Source: an optimization exercise on an open RTL-to-GDS flow (aim: small area and few clock cycles). Production flows keep margins and buffers that such runs may drop.
RTL that was checked went through simulation tests only; none was proved equivalent to the original.
Function not checked in runs 1 to 3: the RTL went through the layout flow alone.

[flow/config.mk]
export PLATFORM = sky130hd
export DESIGN_NAME = ELA
export DESIGN_NICKNAME = ELA
export VERILOG_FILES = /design/flow/design.v
export SDC_FILE = /design/flow/constraint.sdc
export NUM_CORES = 4
export LEC_CHECK = 0
export CAP_MARGIN = 20
export CORE_MARGIN = 2
export CORE_UTILIZATION = 40
export CTS_BUF_LIST = sky130_fd_sc_hd__clkbuf_8
export CTS_CLUSTER_DIAMETER = 500
export CTS_CLUSTER_SIZE = 100
export SLEW_MARGIN = 20
[flow/constraint.sdc]
create_clock -name core_clock -period 10.0 [get_ports {clk}]
set_input_delay 2.0000 -clock core_clock [delete_from_list [all_inputs] [get_ports {clk}]]
set_output_delay 2.0000 -clock core_clock [all_outputs]
set_load 0.01 [all_outputs]
[flow/design.v]
`timescale 1ns/10ps
module ELA(clk, rst, ready, in_data, data_rd, req, wen, addr, data_wr, done);
	input				clk;
	input				rst;
	input				ready;
	input		[7:0]	in_data;
	input		[7:0]	data_rd;
	output				req;
	output				wen;
	output		[12:0]	addr;
	output		[7:0]	data_wr;
	output				done;
reg				mode;
reg		[1:0]	ph;
reg		[6:0]	cnt;
reg		[4:0]	n;
reg				fin;
reg		[7:0]	UA, UB;			 
reg		[7:0]	R0, R1, R2, R3;	 
reg		[7:0]	best_q;			 
reg				best_c;
reg		[7:0]	best_v;			 
reg				eq;				 
reg		[10:0]	tot;			 
function [8:0] add8;			 
	input	[7:0]	a;
	input	[7:0]	b;
	input			ci;
	integer			k;
	reg				c;
	begin
		c = ci;
		for (k = 0; k < 8; k = k + 1) begin
			add8[k] = a[k] ^ b[k] ^ c;
			c = (a[k] & b[k]) | (c & (a[k] ^ b[k]));
		end
		add8[8] = c;
	end
endfunction
function [10:0] add11;			 
	input	[10:0]	a;
	input	[10:0]	b;
	input			ci;
	integer			k;
	reg				c;
	begin
		c = ci;
		for (k = 0; k < 11; k = k + 1) begin
			add11[k] = a[k] ^ b[k] ^ c;
			c = (a[k] & b[k]) | (c & (a[k] ^ b[k]));
		end
	end
endfunction
function [7:0] inc8;			 
	input	[7:0]	a;
	input			ci;
	integer			k;
	reg				c;
	begin
		c = ci;
		for (k = 0; k < 8; k = k + 1) begin
			inc8[k] = a[k] ^ c;
			c = a[k] & c;
		end
	end
endfunction
wire	[7:0]	cnt_i8 = inc8({1'b0, cnt}, 1'b1);
wire	[6:0]	cnt_inc = cnt_i8[6:0];
wire	[7:0]	row_i8 = inc8({3'b000, n}, ph[1]);
wire			cnt_hi = &cnt[6:1];
wire			cnt_last = cnt_hi & cnt[0];		 
wire			cnt_126 = cnt_hi & ~cnt[0];
wire			cnt_125 = (cnt == 7'd125);
wire			edge_x = (cnt == 7'd0) | cnt_last;
assign done    = mode & ph[1] & ph[0];
assign req     = ~mode & ph[1] & cnt_hi & (cnt[0] ^ ph[0]);
assign wen     = (ph != 2'd0) & ~done;
assign addr    = {row_i8[4:0], ph[0], ph[0] ? cnt : cnt_inc};
wire	[7:0]	opa = UA;
wire	[7:0]	opb = R0;
wire	[8:0]	t   = add8(opa, ~opb, 1'b0);
wire			c   = t[8];
wire	[7:0]	q   = t[7:0] ^ {8{~c}};
wire	[8:0]	s   = add8(opa, opb, 1'b0);
wire	[8:0]	y   = add8(q, ~best_q, c);
wire			y1s = &y[7:0];
wire			y0s = ~|y[7:0];
wire			lt  = best_c ? ~y[8] : (~y[8] & ~y1s);
wire			eqd = best_c ? (y[8] & y0s) : (~y[8] & y1s);
wire	[10:0]	ts  = add11(tot, {2'b00, s}, ph[0] & s[0]);
wire			tie = eq & eqd & ~edge_x;
wire	[7:0]	res = tie ? ts[10:3] : ((edge_x ? cnt[0] : lt) ? s[8:1] : best_v);
assign data_wr = ph[1] ? (mode ? R3 : in_data) : res;
always @(posedge clk) begin
	UA <= (ph == 2'd0) ? data_rd : UB;
	UB <= UA;
	R0 <= (ph == 2'd1) ? data_rd : R3;
	R1 <= R0;
	R2 <= R1;
	R3 <= R2;
end
always @(posedge clk) begin
	if (ph[1] || lt || eqd || edge_x) begin
		best_q <= q;
		best_c <= c;
		best_v <= s[8:1];
	end
	eq  <= eqd;
	tot <= ph[1] ? {3'b000, s[8:1]} : {ts[9:0], 1'b0};
end
always @(posedge clk or posedge rst) begin
	if (rst) begin
		mode <= 1'b0;
		ph   <= 2'd0;
		cnt  <= 7'd127;
		n    <= 5'd31;
		fin  <= 1'b0;
	end
	else if (!mode) begin
		case (ph)
		2'd0: if (ready) ph <= 2'd2;
		2'd2: begin
			if (cnt_126)
				ph <= 2'd3;
			else
				cnt <= cnt_inc;
		end
		2'd3: begin
			cnt <= cnt_inc;
			if (cnt_125) begin
				mode <= 1'b1;
				ph   <= 2'd1;
				n    <= row_i8[4:0];
				fin  <= 1'b1;
			end
		end
		default: ;
		endcase
	end
	else begin
		case (ph)
		2'd0: ph <= 2'd1;
		2'd1: begin
			if (fin && cnt_last) begin
				fin <= 1'b0;
				cnt <= 7'd126;
				if (n == 5'd30)
					ph <= 2'd3;
				else begin
					mode <= 1'b0;
					ph   <= 2'd3;
				end
			end
			else
				ph <= 2'd2;
		end
		2'd2: begin
			cnt <= cnt_inc;
			ph  <= (cnt_126 && !fin) ? 2'd1 : 2'd0;
			if (cnt_126)
				fin <= ~fin;
		end
		default: ;
		endcase
	end
end
endmodule
[flow/flow/run.sh]
#!/bin/bash
# The standard layout (the standard.sh, standard synthesis included) with
# two changes that only affect buffering:
#  - the port buffers use the smallest buffer cell instead of the one
#    buffer_ports picks by default;
#  - clock tree synthesis inserts no dummy loads.
# Each tool's output goes to orfs/logs; this script's own output goes to
# flow_standard.log.
set -euo pipefail
cd "$(dirname "$0")/.."
bash standard.sh \
  "BUFFER_PORTS_ARGS=-buffer_cell sky130_fd_sc_hd__buf_1" \
  "CTS_ARGS=-sink_clustering_enable -repair_clock_nets -dont_use_dummy_load -buf_list sky130_fd_sc_hd__clkbuf_8 -sink_clustering_size 100 -sink_clustering_max_diameter 500" \
  finish > flow_standard.log 2>&1
[flow/standard.sh]
#!/bin/bash
# synth_recipe.tcl (not shown) runs the flow's synth.tcl, then flattens the netlist and writes it again
# the make line also repeats each setting of config.mk as NAME=value (left out here)
make -C /OpenROAD-flow-scripts/flow DESIGN_CONFIG=/design/flow/config.mk WORK_HOME=/design/flow/orfs CLKGATE_MAP_FILE= SYNTH_SCRIPT=/design/flow/synth_recipe.tcl "${@:-finish}"
==> out/metrics.cfg, run 1 <==
[drt]
wl_per_cell_um=16.7
vias_per_cell=5.04
drcViolationCount=0
vias=2928
wl_um=9680
drt_pass1_iterations=5
drtAntennaViolNets=0
drtIter0Drc=111

[global_routing]
grt_overflow_total=0
grt_pass1_wl_um=15600
antenna_found_initial=0
grt_util_all_layers_pct=16.2
grt_pass1_vias=3060
grt_max_degree=29

[worst_setup_path]
crit_arrival_ps=7670
cp-end-kind=output pin
slowest_delay_ps=440
critPathLaunchType=flip-flop
slowest_stage=fa_1
crit_type=flip-flop to output pin
crit_required_ps=8000
cp_max_fo=5
path_common_cell=fa_1

[timing]
maxSlewHeadroom_pct=45.7
maxSlewViolCount=0
fin_crit_sh_pct=96.7
worst_pin_slew_ps=815
rsz0062_at_grt=false
clock_skew_ps=29.2
fmax_ghz=0.103
setup_tns_ps=0
hold_violations=0
period_needed_ps=9670
setup_viol=0

[logic_synthesis]
synth-edff-count=17
synthArstFlopShare_pct=17.2
ys_warn_count=1
syn_inst=395
synth_ff_type=dfxtp_1
synth.distinct_cells=60
ys_ff_latch=93
ys_seq_area_share_pct=46.0
syn_nets=462
syn_area_mm2=0.00462
avgSynthCellArea_um2=11.7

[die]
start_util_pct=40.8
die_h_um=111
row_count=39
dieArea_mm2=0.0124
num_io_pins=43
fp.dieW_um=111
core_mm2=0.0113

[clocking]
cts_made_buffers=9
h-tree-depth=3
cts_tree=done
clk_pin_slew_ps=70
cts_buffer_depth=2
cts_sinks=93
root_buffer=clkbuf_8
clk_latency_ps=370

[placed_design]
place_hpwl_um=7090
io_buffer_count=42
gp_congestion=0.883
dpl-instance-area_mm2=0.00490

[status]
status=complete, no violations

[layout]
drive_above_1_share_pct=19.2
final_area_mm2=0.00513
nNetsFinal=507
diodes=0
area_growth_pct=11.1

[min_path]
min_path_type=flip-flop to flip-flop

[job]
maxCapViolCount=0

-- logic make-up after synthesis --
| group | synth area share, % |
|---|---|
| compound gates | 8.34 |
| simple gates | 9.37 |
| mux | 9.86 |
| xor+xnor | 2.82 |
| fa+ha+maj | 17.9 |
| buf+inv | 5.69 |
| flops | 46.0 |
-- sequential cells by signal, summed over array words and instances, names as in the netlist --
signal and count:
R0 8, R1 8, R2 8, R3 8, UA 8, UB 8, best_c 1, best_q 8
best_v 8, cnt 7, eq 1, fin 1, mode 1, n 5, ph 2, tot 11
-- per-layer routing --
metal	up-vias	track usage, %	part of all wire (%)	wire, um
met4	0	7.16	2.0	194
met5	-	0	0	0
met3	15	3.48	4.4	428
met1	1418	20.6	45	4350
met2	70	26.8	49	4710
li1	1425	-	-	-
-- worst paths after layout --
path,start,end,slack [ps],cells after the start
worst max-delay path,R0[0],data_wr[7],330,29
worst min-delay path,R1[7],R2[7],330,0
worst max register to register,R0[0],best_q[3],2550,26
worst min register to register,R1[7],R2[7],330,0
max in group asynchronous,rst,ph[0],7910,2
min in group asynchronous,rst,mode,1690,2
-- cells in the mapped netlist (all sizes together), types with 3 or more instances --
library cell	number	area share (%)
o211ai	7	1.2
dfstp	12	6.8
o21ai	11	1.3
or2	5	0.68
ha	18	4.9
a21oi	11	1.2
a31oi	3	0.41
o31ai	6	1.2
fa	30	13
xnor2	11	2.2
clkbuf	9	0.76
nand4	4	0.54
nor2	20	1.6
nor3	6	0.89
xor2	3	0.57
dfrtp	4	2.2
buf	7	1.0
edfxtp	17	11
mux2i	14	3.0
a21boi	3	0.49
nor2b	3	0.41
mux2	28	6.8
dfxtp	60	26
inv	48	3.9
nand3	7	0.98
nand2	20	1.6
-- critical path, delay by kind of cell (launching register included) --
family          cells  cell delay (ps)
simple gates        3              670
xor+xnor            1              180
buf+inv             7              680
flops               1              350
compound gates      3              420
fa+ha+maj          15             5020
-- cell usage in the layout, fill, tap and decap left out, drive strengths merged, types with 2 or more instances in the layout --
cell type	count
o22ai	2
xnor2	11
dfxtp	60
buf	49
a31oi	3
mux2	28
a21oi	11
a21boi	3
nor4b	2
ha	18
edfxtp	17
dfstp	12
nor4	2
or3	2
o211ai	7
xor2	3
nand2	20
nor3	6
a21o	2
nor2b	3
dfrtp	4
or2	5
nand4	4
o31ai	6
clkbuf	10
nand3	7
nand2b	2
nor2	20
mux2i	14
inv	48
fa	30
o21ai	11
-- through the flow --
| step | hold WS [ps] | setup WS (ps) | utilization [%] | instances |
|---|---|---|---|---|
| floorplan | 310 | 731 | - | 395 |
| detailed placement | 312 | 272 | 43.2 | 567 |
| global placement | 311 | 486 | 43.2 | 567 |
| finish | 329 | 331 | 45.3 | 581 |
| global route | 336 | 27.3 | 45.3 | 581 |
| CTS | 332 | 25.5 | 44.5 | 576 |
-- area by class of cell --
type	instances	area (um2)
Multi-Input combinational cell	238	2280
Fill cell	1070	6190
Clock buffer	9	124
Sequential cell	93	2130
Inverter	48	180
Tap cell	143	179
Timing Repair Buffer	50	236
-- timing repair --
action,in CTS,in global routing
setup endpoints to repair,3,8
gates resized for setup,2,12
pin swaps,0,4
hold buffers,0,0
setup buffers,0,4
==> inputs of run 2 (changes only) <==
--- a/flow/config.mk
+++ b/flow/config.mk
@@ -7,7 +7,7 @@
 export LEC_CHECK = 0
 export CAP_MARGIN = 20
 export CORE_MARGIN = 2
-export CORE_UTILIZATION = 40
+export CORE_UTILIZATION = 60
 export CTS_BUF_LIST = sky130_fd_sc_hd__clkbuf_8
 export CTS_CLUSTER_DIAMETER = 500
 export CTS_CLUSTER_SIZE = 100
==> run 2 against run 1 <==
  * Setup slack worse by 120 ps
  * Core utilization is 23 points higher
  * Via count is 0.58% higher
  * Sequential cell count stayed put
  * Wire length is 4.5% lower
  * Register-to-register slack worse by 180 ps
  * Synthesized area stayed put
  * Clock skew is 9.9 ps higher
  * Critical endpoint is now data_wr[3]
==> out/metrics.cfg, run 2 <==
[timing]
fin_crit_sh_pct=97.9  ; +1.2 points
period_needed_ps=9790  ; +116 ps
maxSlewViolCount=0  ; unchanged
worst_pin_slew_ps=1010  ; +195 ps
rsz0062_at_grt=false
hold_violations=0  ; unchanged
fin_ws_ps=215  ; -116 ps
setup_viol=0  ; unchanged
setup_tns_ps=0  ; unchanged
clock_skew_ps=39.1  ; +9.89 ps
fmax_ghz=0.102  ; -1.2%
maxSlewHeadroom_pct=32.5  ; -13 points

[layout]
drive_above_1_share_pct=19.1  ; -0.098 points
final_cell_mix=dfxtp_1, inv_1, buf_1
final_area_mm2=0.00503  ; -2.0%
top_register=tot
nNetsFinal=504  ; -0.59%
layout_commonest_cell=dfxtp_1
diodes=0  ; unchanged
largest_reg_flops=11  ; unchanged
final_util_pct=68.3  ; +23 points
area_growth_pct=8.88

[worst_setup_path]
slowest_delay_ps=470  ; +30 ps
cp-end-kind=output pin
slowest_stage=fa_1
path_common_cell=fa_1
cp.buffers_inverters=6  ; -1
crit_family=adder cells
crit_arrival_ps=7790  ; +120 ps
critPathLaunchType=flip-flop
crit_required_ps=8000  ; about the same
cp_max_fo=8  ; +3
crit_type=flip-flop to output pin

[die]
num_io_pins=43  ; unchanged
row_count=31  ; -21%
core_mm2=0.00737  ; -35%
dieArea_mm2=0.00842  ; -32%
start_util_pct=62.7  ; +22 points
fp.dieW_um=91.7  ; -18%
die_h_um=91.7  ; -18%

[logic_synthesis]
synth_xor_area_share_pct=2.82  ; unchanged
synth-compound-area-share_pct=8.34  ; unchanged
synth.distinct_cells=60  ; unchanged
syn_nets=462  ; unchanged
syn_area_mm2=0.00462  ; unchanged
synth-edff-count=17  ; unchanged
synthArstFlopShare_pct=17.2  ; unchanged
synth.area.mux_share_pct=9.86  ; unchanged
synthAdderAreaFrac_pct=17.9  ; unchanged
netlist_top_cells_area=dfxtp_1, fa_1, edfxtp_1
ys_seq_area_share_pct=46.0  ; unchanged
post-synth-top-area-fraction_pct=26.0  ; unchanged
syn_inst=395  ; unchanged
synth_ff_type=dfxtp_1
yosysTopAreaCell=dfxtp_1
avgSynthCellArea_um2=11.7  ; unchanged
ys_warn_count=1  ; unchanged
synth_common_cells=dfxtp_1, inv_1, fa_1
yosysMostFrequentCell=dfxtp_1
synth_top_family_by_area=adder cells
ys_ff_latch=93  ; unchanged
yosys.area_share.simple_pct=9.37  ; unchanged

[global_routing]
grt_max_degree=29  ; unchanged
grt_util_all_layers_pct=23.7  ; +7.4 points
grt_pass1_vias=2903  ; -5.1%
grt_overflow_total=0  ; unchanged
grt_pass1_wl_um=14900  ; -4.0%
antenna_found_initial=0  ; unchanged

[job]
maxCapViolCount=0  ; unchanged

[placed_design]
io_buffer_count=42  ; unchanged
pre_cts_ws_ps=249  ; -22.9 ps
place_hpwl_um=6760  ; -4.8%
gp_congestion=0.851  ; -3.6%
dpl-instance-area_mm2=0.00483  ; -1.3%

[drt]
drtIter0Drc=128  ; +15%
drtAntennaViolNets=0  ; unchanged
drcViolationCount=0  ; unchanged
wl_per_cell_um=17.3  ; +3.9%
drt_pass1_iterations=5  ; unchanged
vias_per_cell=5.51  ; +9.4%
wl_um=9240  ; -4.5%
vias=2945  ; +0.58%

[clocking]
clk_pin_slew_ps=100  ; +30 ps
cts_sinks=93  ; unchanged
root_buffer=clkbuf_8
cts_made_buffers=9  ; unchanged
h-tree-depth=3  ; unchanged
cts_buffer_depth=2  ; unchanged
cts_tree=done
clk_latency_ps=370  ; about the same

[min_path]
min_path_type=flip-flop to flip-flop

[status]
status=complete, no violations

## run 2: timing repair
item / 4_1_cts / 5_1_grt
hold endpoints to repair: 0 / 0
pin swaps: 4 / 3
gates cloned: 0 / 0
gates resized for setup: 7 / 8
buffers inserted: 1 / 2
hold buffers: 0 / 0
setup endpoints to repair: 8 / 8
## run 2: routing by layer
layer / vias to the layer above / part of all wire (%) / track usage (%)
li1: 1419 / - / -
met1: 1441 / 47 / 34.4
met2: 73 / 46 / 36.0
met3: 12 / 5.5 / 5.67
met4: 0 / 1.4 / 6.22
met5: - / 0 / 0
## run 2: through the flow
step	hold WS [ps]	cells
after global routing	313	534
after CTS	317	532
final	315	534
after global placement	310	522
after floorplan	310	395
after detailed placement	314	522
## run 2: kinds of logic after synthesis
kind of cell	Yosys count
AO/OA/AOI/OAI	55
XOR/XNOR	14
adder cells (fa/ha/maj)	48
AND/OR/NAND/NOR	79
multiplexers	42
flip-flops	93
buffers and inverters	64
## run 2: layout make-up
type / count / area (um2)
Clock buffer: 9 / 124
Fill cell: 586 / 2340
Inverter: 48 / 180
Multi-Input combinational cell: 238 / 2270
Sequential cell: 93 / 2130
Tap cell: 99 / 124
Timing Repair Buffer: 47 / 199
## run 2: final timing paths
path	startpoint	endpoint	slack, ps	depth (start not counted)
setup / recovery	R0[0]	data_wr[3]	210	28
hold / removal	R1[3]	R2[3]	320	0
setup reg to reg	R0[0]	best_v[6]	2370	24
hold reg to reg	R1[3]	R2[3]	320	0
max in group asynchronous	rst	fin	7870	2
min in group asynchronous	rst	mode	1680	2
==> inputs of run 3 (changes only) <==
--- a/flow/design.v
+++ b/flow/design.v
@@ -74,7 +74,8 @@
 wire			edge_x = (cnt == 7'd0) | cnt_last;
 assign done    = mode & ph[1] & ph[0];
 assign req     = ~mode & ph[1] & cnt_hi & (cnt[0] ^ ph[0]);
-assign wen     = (ph != 2'd0) & ~done;
+wire			lead = mode & (fin ? cnt_126 : (cnt_last & ph == 2'd1));
+assign wen     = (ph != 2'd0) & ~done & ~lead;
 assign addr    = {row_i8[4:0], ph[0], ph[0] ? cnt : cnt_inc};
 wire	[7:0]	opa = UA;
 wire	[7:0]	opb = R0;
==> run 3 against run 2 <==
  * Still clean
  * Setup slack better by 91 ps
  * Wire length is 5.1% lower
  * Sequential cell count stayed put
  * Clock skew is 8.4 ps lower
  * Cell area is 0.22% higher
  * First-iteration DRC count is 26% lower
  * Core utilization is 0.51 points higher
  * Critical endpoint is now data_wr[2]
  * Largest cell class unchanged
  * Highest routed layer unchanged
==> out/metrics.cfg, run 3 <==
[status]
status=complete, no violations

[worst_setup_path]
slowest_delay_ps=450  ; -20 ps
crit_required_ps=8000  ; about the same
reg2regPathDepth=25  ; +4.2%
r2r-start=R0[0]
r2r_end=best_q[0]
cp_max_fo=3  ; -5
crit_type=flip-flop to output pin
path_common_cell=fa_1
cp-end-kind=output pin
critPathLaunchType=flip-flop
reg2reg_slack_ps=2460  ; +90 ps
slowest_stage=fa_1
crit_arrival_ps=7690  ; -100 ps

[timing]
hold_violations=0  ; unchanged
fin_crit_sh_pct=96.9  ; -0.91 points
maxSlewViolCount=0  ; unchanged
rsz0062_at_grt=false
setup_tns_ps=0  ; unchanged
clock_skew_ps=30.7  ; -8.44 ps
fmax_ghz=0.103  ; +0.94%
worst_pin_slew_ps=1010  ; +2.75 ps
setup_viol=0  ; unchanged
maxSlewHeadroom_pct=32.1  ; -0.37 points
period_needed_ps=9690  ; -90.9 ps
holdWs_ps=326  ; +11.0 ps
fin_ws_ps=306  ; +90.9 ps

[clocking]
root_buffer=clkbuf_8
ctsHoldBuffers=0  ; unchanged
cts_made_buffers=9  ; unchanged
clk_latency_ps=360  ; about the same
cts_buffer_depth=2  ; unchanged
cts_sinks=93  ; unchanged
clk_pin_slew_ps=100  ; about the same
h-tree-depth=3  ; unchanged
cts_tree=done

[global_routing]
grt_pass1_wl_um=14200  ; -4.9%
grt_pass1_vias=2947  ; +1.5%
grt_max_degree=29  ; unchanged
grt_overflow_total=0  ; unchanged
antenna_found_initial=0  ; unchanged
grt_util_all_layers_pct=22.1  ; -1.5 points

[layout]
final_cell_mix=dfxtp_1, inv_1, buf_1
largest_reg_flops=11  ; unchanged
area_growth_pct=9.48
nNetsFinal=505  ; +0.20%
final_area_mm2=0.00504  ; +0.22%
drive_above_1_share_pct=16.5  ; -2.6 points
layout_commonest_cell=dfxtp_1
top_register=tot
diodes=0  ; unchanged

[die]
row_count=31  ; unchanged
start_util_pct=62.8  ; +0.13 points
fp.dieW_um=91.6  ; -0.16%
die_h_um=91.6  ; -0.16%
dieArea_mm2=0.00839  ; -0.32%
core_mm2=0.00733  ; -0.53%
num_io_pins=43  ; unchanged

[logic_synthesis]
yosysTopAreaCell=dfxtp_1
syn_area_mm2=0.00460  ; -0.33%
synthArstFlopShare_pct=17.2  ; unchanged
syn_nets=462  ; unchanged
post-synth-top-area-fraction_pct=26.1  ; +0.085 points
ys_seq_area_share_pct=46.2  ; +0.15 points
ys_ff_latch=93  ; unchanged
synth.distinct_cells=55  ; -8.3%
avgSynthCellArea_um2=11.7  ; -0.33%
synth-edff-count=17  ; unchanged
syn_inst=395  ; unchanged
synth_common_cells=dfxtp_1, inv_1, fa_1
ys_warn_count=1  ; unchanged
synth_ff_type=dfxtp_1
netlist_top_cells_area=dfxtp_1, fa_1, edfxtp_1
yosysMostFrequentCell=dfxtp_1

[drt]
drtAntennaViolNets=0  ; unchanged
vias_per_cell=5.42  ; -1.7%
drt_pass1_iterations=4  ; -1
vias=2899  ; -1.6%
drtIter0Drc=95  ; -26%
drcViolationCount=0  ; unchanged
wl_um=8770  ; -5.1%
wl_per_cell_um=16.4  ; -5.3%

[placed_design]
place_hpwl_um=6560  ; -2.9%
pre_cts_ws_ps=421  ; +172 ps
io_buffer_count=42  ; unchanged
dpl-instance-area_mm2=0.00485  ; +0.44%
gp_congestion=0.898  ; +5.5%

[min_path]
hold_end=R1[3]
min_path_type=flip-flop to flip-flop
min_from=R0[3]
hold_path_depth=0  ; unchanged

[job]
maxCapViolCount=0  ; unchanged

run 3: layer usage:
layer / part of all wire (%) / vias up / GRT usage, %
li1: - / 1418 / -
met2: 48 / 54 / 36.0
met4: 2.2 / 0 / 8.96
met5: 0 / - / 0
met3: 3.0 / 15 / 3.82
met1: 47 / 1412 / 29.5
run 3: critical path: cells and delay by family, from the launching register on:
kind	cells	cell delay (ps)
fa+ha+maj	15	5040
buf+inv	7	660
compound gates	2	500
flops	1	350
simple gates	3	310
mux	1	290
xor+xnor	1	150
run 3: logic make-up (layout without fill, tap and decap cells):
family	Yosys count	count (layout)	synth area share [%]
compound gates	54	54	8.18
xor+xnor	15	15	2.85
fa+ha+maj	48	48	17.9
buf+inv	63	104	5.24
flops	93	93	46.2
mux	45	45	10.8
simple gates	77	77	8.78
run 3: timing repair:
| action | CTS | global route |
|---|---|---|
| gates resized for setup | 0 | 11 |
| buffers inserted | 0 | 1 |
| endpoints found under the setup margin | 0 | 8 |
run 3: worst max-delay path by stage:
stage | slack (ps) | cells past startpoint | endpoint | start
after CTS | 40 | 29 | data_wr[4] | R0[0]
after global routing | 0.2 | 29 | data_wr[4] | R0[0]
after global placement | 590 | 29 | data_wr[4] | R0[0]
after floorplan | 570 | 28 | data_wr[2] | R0[0]
final | 310 | 29 | data_wr[2] | R0[0]
after detailed placement | 420 | 29 | data_wr[4] | R0[0]
run 3: per-stage QoR:
step	util, %	instances
after floorplan	-	395
after global placement	66.2	525
after detailed placement	66.2	525
after CTS	67.9	534
after global routing	68.8	535
final	68.8	535
run 3: cell type report:
class	instances	area, um2
Fill cell	561	2290
Clock buffer	9	124
Sequential cell	93	2130
Multi-Input combinational cell	239	2290
Inverter	48	180
Tap cell	99	124
Timing Repair Buffer	47	199
==> inputs of run 4 (changes only) <==
--- a/flow/design.v
+++ b/flow/design.v
@@ -90,7 +90,7 @@
 wire			eqd = best_c ? (y[8] & y0s) : (~y[8] & y1s);
 wire	[10:0]	ts  = add11(tot, {2'b00, s}, ph[0] & s[0]);
 wire			tie = eq & eqd & ~edge_x;
-wire	[7:0]	res = tie ? ts[10:3] : ((edge_x ? cnt[0] : lt) ? s[8:1] : best_v);
+wire	[7:0]	res = tie ? ts[10:3] : ((~edge_x & lt) ? s[8:1] : best_v);
 assign data_wr = ph[1] ? (mode ? R3 : in_data) : res;
 always @(posedge clk) begin
 	UA <= (ph == 2'd0) ? data_rd : UB;
@@ -157,7 +157,7 @@
 		end
 		2'd2: begin
 			cnt <= cnt_inc;
-			ph  <= (cnt_126 && !fin) ? 2'd1 : 2'd0;
+			ph  <= 2'd0;
 			if (cnt_126)
 				fin <= ~fin;
 		end
==> run 4 against run 3 <==
  * Still clean on timing, DRC and antenna
  * Via count decreased by 5.2%
  * Synthesized area shrank 2.9%
  * Setup slack better by 3.5 ps
  * First-iteration DRC count up 110%
  * Critical path depth up 1
  * Clock skew is 5.8 ps higher
  * Die area is 2.8% lower
  * Register-to-register slack better by 60 ps
  * Sequential share of layout area rose by 0.74 points
==> out/metrics.cfg, run 4 <==
[worst_setup_path]
crit_family=adder cells
cp_max_fo=6  ; +3
critPathLaunchType=flip-flop
crit_type=flip-flop to output pin
cp-end-kind=output pin
crit_required_ps=8000  ; about the same
slowest_delay_ps=470  ; +20 ps
path_common_cell=fa_2
slowest_stage=or4b_1
cp.buffers_inverters=9  ; +2
crit_arrival_ps=7690  ; about the same

[logic_synthesis]
yosysMostFrequentCell=dfxtp_1
synth_ff_type=dfxtp_1
netlist_top_cells_area=dfxtp_1, fa_1, edfxtp_1
avgSynthCellArea_um2=12.3  ; +5.4%
post-synth-top-area-fraction_pct=26.9  ; +0.77 points
syn_inst=364  ; -7.8%
ys_ff_latch=93  ; unchanged
synth_common_cells=dfxtp_1, inv_1, fa_1
synthArstFlopShare_pct=17.2  ; unchanged
ys_warn_count=1  ; unchanged
yosysTopAreaCell=dfxtp_1
ys_seq_area_share_pct=47.6  ; +1.4 points
syn_area_mm2=0.00447  ; -2.9%
synth.distinct_cells=46  ; -16%
syn_nets=427  ; -7.6%
synth-edff-count=17  ; unchanged

[die]
die_h_um=90.3  ; -1.4%
dieArea_mm2=0.00816  ; -2.8%
row_count=31  ; unchanged
num_io_pins=43  ; unchanged
core_mm2=0.00725  ; -1.1%
start_util_pct=61.7  ; -1.2 points
fp.dieW_um=90.3  ; -1.4%

[drt]
vias=2749  ; -5.2%
drcViolationCount=0  ; unchanged
vias_per_cell=5.39  ; -0.53%
wl_um=8480  ; -3.4%
drtIter0Drc=197  ; +110%
drt_pass1_iterations=4  ; unchanged
drtAntennaViolNets=0  ; unchanged
wl_per_cell_um=16.6  ; +1.4%

[layout]
layout_commonest_cell=dfxtp_1
drive_above_1_share_pct=23.1  ; +6.6 points
final_util_pct=68.3  ; -0.42 points
n_fill_cell=592  ; +5.5%
area_growth_pct=10.9
top_register=tot
nNetsFinal=476  ; -5.7%
largest_reg_flops=11  ; unchanged
final_cell_mix=dfxtp_1, inv_1, buf_1
diodes=0  ; unchanged

[global_routing]
grt_util_all_layers_pct=22.4  ; +0.30 points
antenna_found_initial=0  ; unchanged
grt_pass1_wl_um=14000  ; -1.5%
grt_max_degree=47  ; +62%
grt_overflow_total=0  ; unchanged
grt_pass1_vias=2741  ; -7.0%

[timing]
rsz0062_at_grt=false
fin_crit_sh_pct=96.9  ; about the same
setup_viol=0  ; unchanged
holdWs_ps=326  ; -0.0440 ps
hold_violations=0  ; unchanged
maxSlewHeadroom_pct=31.3  ; -0.79 points
fmax_ghz=0.103  ; about the same
worst_pin_slew_ps=1030  ; +13.8 ps
period_needed_ps=9690  ; -3.54 ps
maxSlewViolCount=0  ; unchanged
clock_skew_ps=36.5  ; +5.81 ps

[placed_design]
gp_congestion=0.759  ; -15%
place_hpwl_um=6180  ; -5.8%
io_buffer_count=42  ; unchanged

[clocking]
clk_latency_ps=370  ; about the same
h-tree-depth=3  ; unchanged
clk_pin_slew_ps=100  ; about the same
ctsHoldBuffers=0  ; unchanged
cts_buffer_depth=2  ; unchanged
root_buffer=clkbuf_8
cts_tree=done
cts_made_buffers=9  ; unchanged
cts_sinks=93  ; unchanged

[status]
status=complete, no violations

[min_path]
min_path_type=flip-flop to flip-flop

[job]
maxCapViolCount=0  ; unchanged

-- run 4: cell count changes after synthesis, sizes merged, moves of 5 or more --
cell / previous run / this run
nor2: 21 / 13
a22o: 0 / 8
o22a: 0 / 5
nand4: 2 / 7
o21ai: 9 / 3
nor3: 9 / 1
mux2i: 13 / 18
nor2b: 3 / 11
nand2: 21 / 6
-- run 4: per-layer routing --
metal / track usage, % / vias to the layer above / wire length (um)
met5: 0 / - / 0
met4: 7.95 / 0 / 147
met3: 4.76 / 11 / 277
met2: 34.6 / 57 / 3980
met1: 31.7 / 1355 / 4070
li1: - / 1326 / -
-- run 4: kinds of logic (layout without fill, tap and decap cells) --
group | count (synthesis) | after routing | share of synthesized area [%]
adders and majority gates | 44 | 44 | 17.3
buffers and inverters | 62 | 109 | 5.54
xor gates and xnor gates | 14 | 14 | 2.74
AOI/OAI and AO/OA | 46 | 46 | 8.09
DFF | 93 | 93 | 47.6
and+or+nand+nor | 59 | 59 | 7.64
muxes | 46 | 46 | 11.1
-- run 4: final timing paths --
check,startpoint,end,slack (ps),cells past startpoint
worst max-delay path,R0[0],data_wr[7],310,30
worst min-delay path,R1[5],R2[5],330,0
worst max register to register,R0[0],best_v[1],2520,26
worst min register to register,R1[5],R2[5],330,0
max in group asynchronous,rst,ph[0],7830,2
min in group asynchronous,rst,ph[1],1730,2
-- run 4: area by class of cell --
type | instances | area [um2] | area share [%]
inverter | 48 | 180 | 3.63
timing repair buffer | 52 | 243 | 4.90
tap | 99 | 124 | 2.50
sequential | 93 | 2130 | 42.9
multi-input combinational | 209 | 2160 | 43.5
clock buffer | 9 | 124 | 2.50
-- run 4: metrics by stage --
step / area, um2 / cells / setup WS, ps / TNS (ps)
after floorplan: 4470 / 364 / 172 / 0
after global placement: 4720 / 496 / 130 / 0
after detailed placement: 4730 / 496 / -96.6 / -572
after CTS: 4900 / 506 / 34.9 / 0
after global routing: 4960 / 510 / 12.1 / 0
final: 4960 / 510 / 309 / 0
-- run 4: what timing repair did --
| action | CTS | global route |
|---|---|---|
| cloned | 1 | 0 |
| pin swaps | 5 | 9 |
| gates resized for setup | 18 | 9 |
| endpoints found under the setup margin | 8 | 8 |
| setup buffers | 0 | 4 |
Testbench counts of run 4, summed over its fixed seeds: cycles 258,016.
==> inputs of run 5 (changes only) <==
--- a/flow/config.mk
+++ b/flow/config.mk
@@ -11,4 +11,6 @@
 export CTS_BUF_LIST = sky130_fd_sc_hd__clkbuf_8
 export CTS_CLUSTER_DIAMETER = 500
 export CTS_CLUSTER_SIZE = 100
+export GPL_ROUTABILITY_DRIVEN = 0
+export GPL_TIMING_DRIVEN = 0
 export SLEW_MARGIN = 20
==> run 5 against run 4 <==
  * Hold slack worse by 17 ps
  * Wire length increased by 5.4%
  * Via count is 2.4% higher
  * Highest routed layer unchanged
  * Core utilization is 0.50 points higher
  * Clock skew grew 11 ps
  * First-iteration DRC count fell by 43%
  * Largest cell class unchanged
  * Setup slack worse by 180 ps
==> out/metrics.cfg, run 5 <==
[status]
status=complete, no violations

[layout]
multi_input_area_mm2=0.00216  ; +0.12%
top_register=tot
area_growth_pct=11.7
diodes=0  ; unchanged
final_cell_mix=dfxtp_1, inv_1, buf_1
final_util_pct=68.8  ; +0.50 points
final_area_mm2=0.00499  ; +0.73%
largest_reg_flops=11  ; unchanged
nNetsFinal=485  ; +1.9%
regArea_mm2=0.00213  ; unchanged
layout_commonest_cell=dfxtp_1
drive_above_1_share_pct=23.3  ; +0.22 points
n_fill_cell=586  ; -1.0%

[worst_setup_path]
reg2reg_slack_ps=2310  ; -210 ps
path_common_cell=fa_2
critPathLaunchType=flip-flop
crit_arrival_ps=7870  ; +180 ps
r2r-start=R0[0]
slowest_delay_ps=550  ; +80 ps
slowest_stage=or4_4
crit_required_ps=8000  ; about the same
r2r_end=best_v[1]
cp_max_fo=5  ; -1
reg2regPathDepth=26  ; unchanged
crit_type=flip-flop to output pin
cp-end-kind=output pin

[logic_synthesis]
avgSynthCellArea_um2=12.3  ; unchanged
syn_area_mm2=0.00447  ; unchanged
synth_common_cells=dfxtp_1, inv_1, fa_1
synthArstFlopShare_pct=17.2  ; unchanged
post-synth-top-area-fraction_pct=26.9  ; unchanged
syn_inst=364  ; unchanged
synth_ff_type=dfxtp_1
netlist_top_cells_area=dfxtp_1, fa_1, edfxtp_1
synthAdderAreaFrac_pct=17.3  ; unchanged
yosys.area_share.simple_pct=7.64  ; unchanged
synth-compound-area-share_pct=8.09  ; unchanged
ys_ff_latch=93  ; unchanged
syn_nets=427  ; unchanged
yosysMostFrequentCell=dfxtp_1
synth.area.mux_share_pct=11.1  ; unchanged
synth_xor_area_share_pct=2.74  ; unchanged
ys_seq_area_share_pct=47.6  ; unchanged
synth_top_family_by_area=adder cells
synth.distinct_cells=46  ; unchanged
synth-edff-count=17  ; unchanged
yosysTopAreaCell=dfxtp_1
ys_warn_count=1  ; unchanged

[global_routing]
grt_util_all_layers_pct=23.3  ; +0.87 points
grt_pass1_wl_um=14500  ; +3.3%
grt_pass1_vias=2908  ; +6.1%
antenna_found_initial=0  ; unchanged
grt_max_degree=20  ; -57%
grt_overflow_total=0  ; unchanged

[drt]
wl_um=8930  ; +5.4%
drt_pass1_iterations=6  ; +2
drtAntennaViolNets=0  ; unchanged
wl_per_cell_um=17.2  ; +3.5%
drtIter0Drc=112  ; -43%
vias=2815  ; +2.4%
vias_per_cell=5.42  ; +0.63%
drcViolationCount=0  ; unchanged

[die]
row_count=31  ; unchanged
core_mm2=0.00725  ; unchanged
die_h_um=90.3  ; unchanged
num_io_pins=43  ; unchanged
fp.dieW_um=90.3  ; unchanged
start_util_pct=61.7  ; unchanged
dieArea_mm2=0.00816  ; unchanged

[min_path]
hold_path_depth=0  ; unchanged
min_path_type=flip-flop to flip-flop
hold_end=R2[3]
min_from=R1[3]

[job]
maxCapViolCount=0  ; unchanged

[clocking]
cts_buffer_depth=2  ; unchanged
cts_made_buffers=9  ; unchanged
cts_tree=done
clk_pin_slew_ps=100  ; about the same
root_buffer=clkbuf_8
cts_sinks=93  ; unchanged
h-tree-depth=3  ; unchanged
ctsHoldBuffers=0  ; unchanged
clk_latency_ps=380  ; about the same

[placed_design]
io_buffer_count=42  ; unchanged
place_hpwl_um=6350  ; +2.8%
dpl-instance-area_mm2=0.00476  ; +0.63%

[timing]
hold_violations=0  ; unchanged
fmax_ghz=0.101  ; -1.8%
maxSlewHeadroom_pct=31.3  ; about the same
maxSlewViolCount=0  ; unchanged
fin_crit_sh_pct=98.7  ; +1.8 points
clock_skew_ps=47.1  ; +10.6 ps
worst_pin_slew_ps=1030  ; +0.502 ps
rsz0062_at_grt=true
setup_tns_ps=0  ; unchanged
period_needed_ps=9870  ; +181 ps
setup_viol=0  ; unchanged

run 5: cell type report:
class,instances,share of cell area (%)
buffer,13,1.28
clock buffer,9,2.48
inverter,48,3.61
multi-input combinational,209,43.3
sequential,93,42.6
tap,99,2.48
timing repair buffer,48,4.26
run 5: critical path, delay by kind of cell (launching register included):
family,cells,cell delay (ps)
DFF,1,350
xor gates and xnor gates,1,180
buffers and inverters,8,740
and+or+nand+nor,2,1030
AOI/OAI and AO/OA,3,630
adders and majority gates,15,4570
run 5: cell families after synthesis:
group | after synthesis
AO/OA/AOI/OAI | 46
XOR/XNOR | 14
adder cells (fa/ha/maj) | 44
buffers and inverters | 62
flip-flops | 93
multiplexers | 46
AND/OR/NAND/NOR | 59
run 5: how the worst max path moves through the flow:
stage          start         end  slack (ps)  cells past startpoint
2_1_floorplan  R0[0]  data_wr[6]         170                     29
6_report       R0[0]  data_wr[2]         130                     29
4_1_cts        R0[0]  data_wr[2]         -10                     29
5_1_grt        R0[0]  data_wr[4]        -140                     29
3_5_place_dp   R0[0]  data_wr[1]        -560                     30
3_3_place_gp   R0[0]  data_wr[1]        -510                     30
run 5: metrics by stage:
stage / hold slack [ps] / setup slack [ps] / cells
final: 309 / 128 / 519
after floorplan: 310 / 172 / 364
after CTS: 309 / -9.70 / 518
after global routing: 307 / -137 / 519
after detailed placement: 314 / -557 / 505
after global placement: 311 / -514 / 505
run 5: metal layers:
metal / wire (um) / global-route usage, % / vias to the layer above
met1: 4080 / 30.9 / 1394
met3: 331 / 5.09 / 9
li1: - / - / 1337
met4: 103 / 7.18 / 0
met5: 0 / 0 / -
met2: 4420 / 38.7 / 75
run 5: what timing repair did:
action	in CTS	in global routing
resized for setup	24	8
pin swaps	9	10
endpoints found under the setup margin	8	8
gates cloned	1	0
buffers inserted	4	1
==> inputs of run 6 (changes only) <==
==> flow/config.mk (replaced) <==
export PLATFORM = sky130hd
export DESIGN_NAME = ELA
export DESIGN_NICKNAME = ELA
export VERILOG_FILES = /design/flow/design.v
export SDC_FILE = /design/flow/constraint.sdc
export NUM_CORES = 4
export LEC_CHECK = 0
export CAP_MARGIN = 0
export CORE_MARGIN = 2
export CORE_UTILIZATION = 60
export CTS_BUF_LIST = sky130_fd_sc_hd__clkbuf_8
export CTS_CLUSTER_DIAMETER = 500
export CTS_CLUSTER_SIZE = 100
export SLEW_MARGIN = 0
==> run 6 against run 5 <==
  * Still clean
  * First-iteration DRC count grew 47%
  * Cell area decreased by 1.0%
  * Sequential share of layout area up 0.43 points
  * Sequential cell count did not move
  * Critical path depth is the same
  * Hold slack improved by 16 ps
  * Die area did not move
  * Clock skew decreased by 16 ps
  * Setup slack improved by 200 ps
  * Register-to-register slack improved by 180 ps
  * Largest cell class unchanged
==> out/metrics.cfg, run 6 <==
[die]
num_io_pins=43  ; unchanged
fp.dieW_um=90.3  ; unchanged
dieArea_mm2=0.00816  ; unchanged
start_util_pct=61.7  ; unchanged
core_mm2=0.00725  ; unchanged
die_h_um=90.3  ; unchanged
row_count=31  ; unchanged

[status]
status=complete, no violations

[drt]
vias_per_cell=5.45  ; +0.46%
drcViolationCount=0  ; unchanged
drt_pass1_iterations=5  ; -1
drtAntennaViolNets=0  ; unchanged
vias=2779  ; -1.3%
drtIter0Drc=165  ; +47%
wl_per_cell_um=16.4  ; -4.4%
wl_um=8390  ; -6.1%

[global_routing]
grt_overflow_total=0  ; unchanged
grt_util_all_layers_pct=22.5  ; -0.76 points
grt_pass1_vias=2800  ; -3.7%
antenna_found_initial=0  ; unchanged
grt_pass1_wl_um=14100  ; -2.5%
grt_max_degree=47  ; +140%

[logic_synthesis]
ys_warn_count=1  ; unchanged
synth_xor_area_share_pct=2.74  ; unchanged
syn_area_mm2=0.00447  ; unchanged
ys_seq_area_share_pct=47.6  ; unchanged
synth.distinct_cells=46  ; unchanged
synth-compound-area-share_pct=8.09  ; unchanged
synthAdderAreaFrac_pct=17.3  ; unchanged
post-synth-top-area-fraction_pct=26.9  ; unchanged
yosysTopAreaCell=dfxtp_1
yosys.area_share.simple_pct=7.64  ; unchanged
synth_ff_type=dfxtp_1
syn_nets=427  ; unchanged
yosysMostFrequentCell=dfxtp_1
synth.area.mux_share_pct=11.1  ; unchanged
synth-edff-count=17  ; unchanged
synth_common_cells=dfxtp_1, inv_1, fa_1
netlist_top_cells_area=dfxtp_1, fa_1, edfxtp_1
avgSynthCellArea_um2=12.3  ; unchanged
ys_ff_latch=93  ; unchanged
synth_top_family_by_area=adder cells
synthArstFlopShare_pct=17.2  ; unchanged
syn_inst=364  ; unchanged

[clocking]
clk_latency_ps=370  ; about the same
cts_buffer_depth=2  ; unchanged
cts_made_buffers=9  ; unchanged
cts_sinks=93  ; unchanged
ctsHoldBuffers=0  ; unchanged
cts_tree=done
clk_pin_slew_ps=90  ; about the same
root_buffer=clkbuf_8
h-tree-depth=3  ; unchanged

[worst_setup_path]
slowest_stage=or4b_1
cp-end-kind=output pin
crit_arrival_ps=7670  ; -200 ps
slowest_delay_ps=470  ; -80 ps
crit_required_ps=8000  ; about the same
reg2regPathDepth=26  ; unchanged
reg2reg_slack_ps=2490  ; +180 ps
crit_type=flip-flop to output pin
r2r-start=R0[0]
r2r_end=best_v[2]
cp_max_fo=6  ; +1
critPathLaunchType=flip-flop
path_common_cell=fa_2

[placed_design]
gp_congestion=0.759
dpl-instance-area_mm2=0.00472  ; -0.79%
io_buffer_count=42  ; unchanged
place_hpwl_um=6210  ; -2.2%
dp.cells=496  ; -1.8%

[timing]
setup_viol=0  ; unchanged
holdWs_ps=325  ; +16.2 ps
hold_violations=0  ; unchanged
rsz0062_at_grt=false
maxSlewViolCount=0  ; unchanged
clock_skew_ps=31.2  ; -15.9 ps
fmax_ghz=0.103  ; +2.1%
period_needed_ps=9670  ; -199 ps
worst_pin_slew_ps=1160  ; +131 ps
fin_crit_sh_pct=96.7  ; -2.0 points
maxSlewHeadroom_pct=21.8  ; -9.5 points

[layout]
stdcell_count=510  ; -1.7%
drive_above_1_share_pct=22.6  ; -0.71 points
diodes=0  ; unchanged
layout_commonest_cell=dfxtp_1
area_growth_pct=10.5
final_area_mm2=0.00494  ; -1.0%
nNetsFinal=476  ; -1.9%
final_cell_mix=dfxtp_1, inv_1, buf_1
top_register=tot
largest_reg_flops=11  ; unchanged

[job]
maxCapViolCount=0  ; unchanged

[min_path]
hold_end=R3[7]
min_path_type=flip-flop to flip-flop
min_from=R2[7]
hold_path_depth=0  ; unchanged

-- run 6: kinds of logic (layout without fill, tap and decap cells) --
group / count (synthesis) / in the layout
AOI/OAI and AO/OA: 46 / 46
DFF: 93 / 93
muxes: 46 / 46
xor gates and xnor gates: 14 / 14
adders and majority gates: 44 / 44
and+or+nand+nor: 59 / 59
buffers and inverters: 62 / 109
-- run 6: worst max-delay path by stage --
stage	start	endpoint	slack, ps
2_1_floorplan	R0[0]	data_wr[6]	170
3_3_place_gp	R0[0]	data_wr[0]	130
3_5_place_dp	R0[0]	data_wr[0]	-110
4_1_cts	R0[0]	data_wr[4]	30
5_1_grt	R0[0]	data_wr[1]	10
6_report	R0[0]	data_wr[1]	330
-- run 6: layer usage --
| layer | GRT usage, % | vias to the layer above | share of wire, % |
|---|---|---|---|
| li1 | - | 1331 | - |
| met1 | 32.1 | 1382 | 47 |
| met2 | 34.7 | 54 | 48 |
| met3 | 5.43 | 12 | 3.6 |
| met4 | 6.54 | 0 | 1.4 |
| met5 | 0 | - | 0 |
-- run 6: stage by stage --
step	utilization, %	TNS (ps)	setup WS (ps)
6_report	68.2	0	327
5_1_grt	68.2	0	11.6
4_1_cts	67.7	0	32.8
3_5_place_dp	65.1	-696	-112
3_3_place_gp	65.1	0	130
2_1_floorplan	-	0	172
-- run 6: final cells by class --
type	count	area (um2)
Clock buffer	9	124
Fill cell	586	2310
Inverter	48	180
Multi-Input combinational cell	209	2140
Sequential cell	93	2130
Tap cell	99	124
Timing Repair Buffer	52	244
-- run 6: worst max-delay path, delay by kind of cell (launching register included) --
kind                     cells  cell delay (ps)
AO/OA/AOI/OAI                2              560
XOR/XNOR                     1              180
adder cells (fa/ha/maj)     15             4550
buffers and inverters        8              700
flip-flops                   1              330
AND/OR/NAND/NOR              3             1000
-- run 6: what timing repair did --
item | 4_1_cts | 5_1_grt
gates resized for setup | 21 | 4
pin swaps | 5 | 8
endpoints found under the setup margin | 8 | 8
buffers inserted | 1 | 3
cloned | 1 | 0
==> inputs of run 7 (changes only) <==
--- a/flow/design.v
+++ b/flow/design.v
@@ -74,8 +74,7 @@
 wire			edge_x = (cnt == 7'd0) | cnt_last;
 assign done    = mode & ph[1] & ph[0];
 assign req     = ~mode & ph[1] & cnt_hi & (cnt[0] ^ ph[0]);
-wire			lead = mode & (fin ? cnt_126 : (cnt_last & ph == 2'd1));
-assign wen     = (ph != 2'd0) & ~done & ~lead;
+assign wen     = (ph != 2'd0) & ~done;
 assign addr    = {row_i8[4:0], ph[0], ph[0] ? cnt : cnt_inc};
 wire	[7:0]	opa = UA;
 wire	[7:0]	opb = R0;
--- a/flow/config.mk
+++ b/flow/config.mk
@@ -5,10 +5,10 @@
 export SDC_FILE = /design/flow/constraint.sdc
 export NUM_CORES = 4
 export LEC_CHECK = 0
-export CAP_MARGIN = 0
+export CAP_MARGIN = 20
 export CORE_MARGIN = 2
 export CORE_UTILIZATION = 60
 export CTS_BUF_LIST = sky130_fd_sc_hd__clkbuf_8
 export CTS_CLUSTER_DIAMETER = 500
 export CTS_CLUSTER_SIZE = 100
-export SLEW_MARGIN = 0
+export SLEW_MARGIN = 20
==> run 7 against run 6 <==
  * Sequential cell count unchanged
  * Wire length grew 7.7%
  * Global-route usage grew 0.89 points
  * Synthesized cell count grew 6.3%
  * Critical path depth stayed put
  * Highest routed layer unchanged
  * Still clean
  * Largest cell class unchanged
==> out/metrics.cfg, run 7 <==
[status]
status=complete, no violations

[global_routing]
grt_pass1_vias=2788  ; -0.43%
grt_max_degree=28  ; -40%
grt_overflow_total=0  ; unchanged
grt_pass1_wl_um=14700  ; +4.1%
antenna_found_initial=0  ; unchanged
grt_util_all_layers_pct=23.4  ; +0.89 points

[logic_synthesis]
ys_seq_area_share_pct=47.1  ; -0.51 points
synth_top_family_by_area=adder cells
ys_warn_count=1  ; unchanged
yosys.area_share.simple_pct=8.50  ; +0.86 points
ys_ff_latch=93  ; unchanged
synthAdderAreaFrac_pct=18.3  ; +0.92 points
syn_inst=387  ; +6.3%
yosysTopAreaCell=dfxtp_1
synthArstFlopShare_pct=17.2  ; unchanged
syn_nets=454  ; +6.3%
synth_common_cells=dfxtp_1, inv_1, fa_1
syn_area_mm2=0.00452  ; +1.1%
post-synth-top-area-fraction_pct=26.6  ; -0.29 points
yosysMostFrequentCell=dfxtp_1
synth.distinct_cells=47  ; +2.2%
netlist_top_cells_area=dfxtp_1, fa_1, edfxtp_1
synth-compound-area-share_pct=8.64  ; +0.55 points
synth_ff_type=dfxtp_1
synth-edff-count=17  ; unchanged
synth_xor_area_share_pct=2.88  ; +0.14 points
avgSynthCellArea_um2=11.7  ; -4.9%
synth.area.mux_share_pct=8.61  ; -2.5 points

[die]
start_util_pct=62.0  ; +0.34 points
die_h_um=90.8  ; +0.52%
core_mm2=0.00729  ; +0.53%
row_count=31  ; unchanged
fp.dieW_um=90.8  ; +0.52%
num_io_pins=43  ; unchanged
dieArea_mm2=0.00824  ; +1.0%

[timing]
maxSlewHeadroom_pct=35.3  ; +14 points
clock_skew_ps=37.8  ; +6.62 ps
holdWs_ps=331  ; +5.66 ps
hold_violations=0  ; unchanged
fmax_ghz=0.103  ; -0.83%
setup_viol=0  ; unchanged
period_needed_ps=9750  ; +81.2 ps
maxSlewViolCount=0  ; unchanged
fin_crit_sh_pct=97.5  ; +0.81 points
worst_pin_slew_ps=970  ; -187 ps
setup_tns_ps=0  ; unchanged

[drt]
drtIter0Drc=130  ; -21%
drt_pass1_iterations=4  ; -1
drcViolationCount=0  ; unchanged
wl_um=9030  ; +7.7%
wl_per_cell_um=17.2  ; +4.4%
drtAntennaViolNets=0  ; unchanged
vias_per_cell=5.42  ; -0.46%
vias=2853  ; +2.7%

[layout]
multi_input_area_mm2=0.00218  ; +1.7%
nNetsFinal=496  ; +4.2%
final_area_mm2=0.00495  ; +0.15%
final_util_pct=67.9  ; -0.26 points
layout_commonest_cell=dfxtp_1
diodes=0  ; unchanged
n_fill_cell=611  ; +4.3%
top_register=tot
final_cell_mix=dfxtp_1, inv_1, buf_1
largest_reg_flops=11  ; unchanged
drive_above_1_share_pct=17.6  ; -5.1 points
regArea_mm2=0.00213  ; unchanged
stdcell_count=526  ; +3.1%
area_growth_pct=9.52

[placed_design]
place_hpwl_um=6580  ; +5.8%
dp.cells=516  ; +4.0%
io_buffer_count=42  ; unchanged
dpl-instance-area_mm2=0.00475  ; +0.64%
gp_congestion=0.871  ; +15%

[worst_setup_path]
cp-end-kind=output pin
crit_type=flip-flop to output pin
crit_arrival_ps=7750  ; +80 ps
crit_required_ps=8000  ; about the same
path_common_cell=fa_2
critPathLaunchType=flip-flop
slowest_delay_ps=580  ; +110 ps
cp_max_fo=8  ; +2
slowest_stage=or4_4

[clocking]
cts_buffer_depth=2  ; unchanged
cts_sinks=93  ; unchanged
cts_tree=done
clk_pin_slew_ps=80  ; about the same
clk_latency_ps=380  ; about the same
cts_made_buffers=9  ; unchanged
root_buffer=clkbuf_8
h-tree-depth=3  ; unchanged

[job]
maxCapViolCount=0  ; unchanged

[min_path]
min_path_type=flip-flop to flip-flop

## run 7: what timing repair did
| action | 4_1_cts | 5_1_grt |
|---|---|---|
| gates resized for setup | 6 | 17 |
| setup buffers | 0 | 1 |
| hold buffers | 0 | 0 |
| endpoints found under the setup margin | 8 | 8 |
| pin swaps | 1 | 11 |
## run 7: critical path: cells and delay by family (launching register included)
family	cells	cell delay, ps
compound gates	3	610
fa+ha+maj	15	4790
flops	1	340
buf+inv	8	720
simple gates	2	690
xor+xnor	1	210
## run 7: stage by stage
step | setup slack [ps]
2_1_floorplan | 431
3_3_place_gp | 379
3_5_place_dp | 113
4_1_cts | 7.29
5_1_grt | -2.16
6_report | 246
## run 7: final cells by class
type,count,area share (%)
multi-input cells,225,44.0
well taps,99,2.50
clock buffers,9,2.50
inverters,54,4.09
flip-flops and latches,93,43.0
repair buffers,46,3.89
## run 7: per-layer routing
| layer | vias to the layer above | global-route usage [%] | part of all wire (%) |
|---|---|---|---|
| met5 | - | 0 | 0 |
| met4 | 0 | 7.58 | 1.7 |
| met3 | 14 | 4.17 | 2.2 |
| met2 | 29 | 35.9 | 47 |
| met1 | 1431 | 34.2 | 49 |
| li1 | 1379 | - | - |
## run 7: logic make-up (layout without fill, tap and decap cells)
logic type / Yosys count / count (layout)
adders and majority gates: 48 / 48
and+or+nand+nor: 72 / 72
muxes: 36 / 36
DFF: 93 / 93
xor gates and xnor gates: 14 / 14
AOI/OAI and AO/OA: 55 / 55
buffers and inverters: 69 / 109
## run 7: worst paths after layout
kind	start	end	slack (ps)	cells past startpoint
max in group asynchronous	rst	cnt[0]	7890	2
worst min-delay path	R2[0]	R3[0]	330	0
worst max register to register	R0[0]	best_q[6]	2770	26
min in group asynchronous	rst	ph[1]	1680	2
worst max-delay path	R0[0]	data_wr[7]	250	29
worst min register to register	R2[0]	R3[0]	330	0
Testbench counts of run 7, summed over its fixed seeds: cycles 258,016.
==> inputs of run 8 (changes only) <==
--- a/flow/config.mk
+++ b/flow/config.mk
@@ -7,7 +7,7 @@
 export LEC_CHECK = 0
 export CAP_MARGIN = 20
 export CORE_MARGIN = 2
-export CORE_UTILIZATION = 60
+export CORE_UTILIZATION = 40
 export CTS_BUF_LIST = sky130_fd_sc_hd__clkbuf_8
 export CTS_CLUSTER_DIAMETER = 500
 export CTS_CLUSTER_SIZE = 100
==> run 8 against run 7 <==
  * Still clean
  * Register-to-register slack gained 70 ps
  * Core utilization shrank 22 points
  * Cell area grew 1.5%
  * Critical path type unchanged
  * Critical endpoint is now data_wr[1]
  * Largest cell class unchanged
==> out/metrics.cfg, run 8 <==
[logic_synthesis]
synthArstFlopShare_pct=17.2  ; unchanged
yosysMostFrequentCell=dfxtp_1
ys_ff_latch=93  ; unchanged
yosysTopAreaCell=dfxtp_1
synth_ff_type=dfxtp_1
synth-edff-count=17  ; unchanged
avgSynthCellArea_um2=11.7  ; unchanged
syn_nets=454  ; unchanged
synth.distinct_cells=47  ; unchanged
syn_area_mm2=0.00452  ; unchanged
synth_common_cells=dfxtp_1, inv_1, fa_1
ys_seq_area_share_pct=47.1  ; unchanged
netlist_top_cells_area=dfxtp_1, fa_1, edfxtp_1
ys_warn_count=1  ; unchanged
syn_inst=387  ; unchanged
post-synth-top-area-fraction_pct=26.6  ; unchanged

[min_path]
min_path_type=flip-flop to flip-flop

[worst_setup_path]
crit_type=flip-flop to output pin
crit_required_ps=8000  ; about the same
cp_max_fo=6  ; -2
slowest_delay_ps=560  ; -20 ps
path_common_cell=fa_2
critPathLaunchType=flip-flop
cp-end-kind=output pin
slowest_stage=or4_4
crit_arrival_ps=7740  ; about the same

[drt]
wl_um=9430  ; +4.4%
drt_pass1_iterations=4  ; unchanged
drtIter0Drc=197  ; +52%
wl_per_cell_um=16.6  ; -3.3%
drcViolationCount=0  ; unchanged
vias_per_cell=5.13  ; -5.3%
vias=2916  ; +2.2%
drtAntennaViolNets=0  ; unchanged

[placed_design]
place_hpwl_um=6750  ; +2.7%
io_buffer_count=42  ; unchanged
gp_congestion=0.777  ; -11%
pre_cts_ws_ps=131  ; +18.1 ps
dp.cells=559  ; +8.3%

[layout]
stdcell_count=568  ; +8.0%
layout_commonest_cell=dfxtp_1
largest_reg_flops=11  ; unchanged
drive_above_1_share_pct=19.4  ; +1.8 points
final_cell_mix=dfxtp_1, inv_1, buf_1
nNetsFinal=497  ; +0.20%
top_register=tot
final_util_pct=46.0  ; -22 points
area_growth_pct=11.2
diodes=0  ; unchanged
n_fill_cell=1048  ; +72%

[clocking]
cts_buffer_depth=2  ; unchanged
cts_tree=done
h-tree-depth=3  ; unchanged
cts_made_buffers=9  ; unchanged
root_buffer=clkbuf_8
ctsHoldBuffers=0  ; unchanged
clk_pin_slew_ps=80  ; about the same
cts_sinks=93  ; unchanged
clk_latency_ps=370  ; about the same

[global_routing]
grt_util_all_layers_pct=16.9  ; -6.5 points
grt_pass1_wl_um=15100  ; +3.2%
grt_use_met3_pct=4.41  ; +0.24 points
grt_max_degree=25  ; -11%
grt_overflow_total=0  ; unchanged
grtUsageMet2_pct=27.8  ; -8.1 points
use_met1_pct=22.0  ; -12 points
grt_pass1_vias=2951  ; +5.8%
antenna_found_initial=0  ; unchanged
busiest_layer=met2

[timing]
rsz0062_at_grt=true
hold_violations=0  ; unchanged
setup_viol=0  ; unchanged
holdWs_ps=334  ; +3.17 ps
period_needed_ps=9740  ; -10.1 ps
maxSlewHeadroom_pct=29.1  ; -6.2 points
maxSlewViolCount=0  ; unchanged
fin_ws_ps=256  ; +10.1 ps
fmax_ghz=0.103  ; +0.10%
clock_skew_ps=24.4  ; -13.4 ps
worst_pin_slew_ps=1060  ; +92.6 ps
fin_crit_sh_pct=97.4  ; -0.10 points

[job]
maxCapViolCount=0  ; unchanged

[die]
row_count=38  ; +23%
num_io_pins=43  ; unchanged
fp.dieW_um=110  ; +21%
start_util_pct=41.3  ; -21 points
die_h_um=110  ; +21%
dieArea_mm2=0.0122  ; +48%
core_mm2=0.0109  ; +50%

[status]
status=complete, no violations

[run 8: cell count changes in the layout (fill, tap and decap cells not counted), moves of 2 or more]
cell     delta
inv_1       -3
dfxtp_1     -2
inv_2       +3
buf_4       +2
dfxtp_2     +2
[run 8: cell type report]
| cell class | count | area, um2 | area share [%] |
|---|---|---|---|
| Timing Repair Buffer | 47 | 198 | 3.93 |
| Sequential cell | 93 | 2130 | 42.4 |
| Clock buffer | 9 | 124 | 2.46 |
| Multi-Input combinational cell | 225 | 2200 | 43.7 |
| Inverter | 54 | 203 | 4.03 |
| Tap cell | 140 | 175 | 3.48 |
[run 8: stage by stage]
step	cell area, um2	setup TNS [ps]
after floorplan	4520	0
after global placement	4820	0
after detailed placement	4820	0
after CTS	4960	0
after global routing	5030	-28.4
final	5030	0
[run 8: cell families after synthesis]
| logic type | count (synthesis) | synth area share, % |
|---|---|---|
| AO/OA/AOI/OAI | 55 | 8.64 |
| XOR/XNOR | 14 | 2.88 |
| adder cells (fa/ha/maj) | 48 | 18.3 |
| buffers and inverters | 69 | 6.06 |
| flip-flops | 93 | 47.1 |
| multiplexers | 36 | 8.61 |
| AND/OR/NAND/NOR | 72 | 8.50 |
[run 8: final timing paths]
path	start	end	depth (start not counted)	slack, ps
max	R0[0]	data_wr[1]	29	260
min	R2[7]	R3[7]	0	330
max reg2reg	R0[0]	best_q[1]	26	2840
min reg2reg	R2[7]	R3[7]	0	330
max in group asynchronous	rst	fin	2	7900
min in group asynchronous	rst	mode	2	1690
[run 8: timing repair]
| action | 4_1_cts | 5_1_grt |
|---|---|---|
| endpoints found under the setup margin | 8 | 8 |
| buffers inserted | 0 | 0 |
| pin swaps | 1 | 11 |
| resized for setup | 7 | 24 |
[run 8: layer usage]
| layer | vias up | wire, um |
|---|---|---|
| li1 | 1383 | - |
| met1 | 1448 | 4370 |
| met2 | 71 | 4420 |
| met3 | 14 | 482 |
| met4 | 0 | 157 |
| met5 | - | 0 |
[run 8: critical path: cells and delay by family (launching register included)]
kind | cells | cell delay [ps]
adders and majority gates | 15 | 4800
xor gates and xnor gates | 1 | 170
DFF | 1 | 350
and+or+nand+nor | 2 | 700
buffers and inverters | 8 | 740
AOI/OAI and AO/OA | 3 | 630

## afterwards: timing with drivers on the ports
In the flow no input, the clock included, has a driving cell. The finished layouts below were timed again as built, in two steps.
Step 1 (the two cells are an assumption about what drives the block):
set clk [get_ports {clk}]
set_driving_cell -lib_cell sky130_fd_sc_hd__clkbuf_16 $clk
set_driving_cell -lib_cell sky130_fd_sc_hd__buf_2 [delete_from_list [all_inputs] $clk]
Step 2 adds t to the input delays and takes it off the output delays; t is the mean of the earliest and latest rising clock arrival at the registers after step 1. Input paths then give back, and output paths get back, about the clock's delay inside the block.
Slacks: ideal ports / drivers / drivers and shift; pairs: ideal ports / drivers.
run | t, ns | slack for setup (ns) | worst register clock-pin slew, ns
run 1 | 0.392 | 0.331 / 0.299 / 0.690 | 0.10 / 0.10
run 2 | 0.380 | 0.215 / 0.183 / 0.563 | 0.11 / 0.11
run 3 | 0.374 | 0.306 / 0.273 / 0.648 | 0.10 / 0.10
run 4 | 0.384 | 0.309 / 0.277 / 0.661 | 0.10 / 0.10
run 5 | 0.384 | 0.128 / 0.096 / 0.481 | 0.10 / 0.10
run 6 | 0.383 | 0.327 / 0.295 / 0.678 | 0.09 / 0.09
run 7 | 0.393 | 0.246 / 0.213 / 0.606 | 0.10 / 0.10
run 8 | 0.388 | 0.256 / 0.224 / 0.612 | 0.09 / 0.09
After both steps every run listed still meets setup and hold.
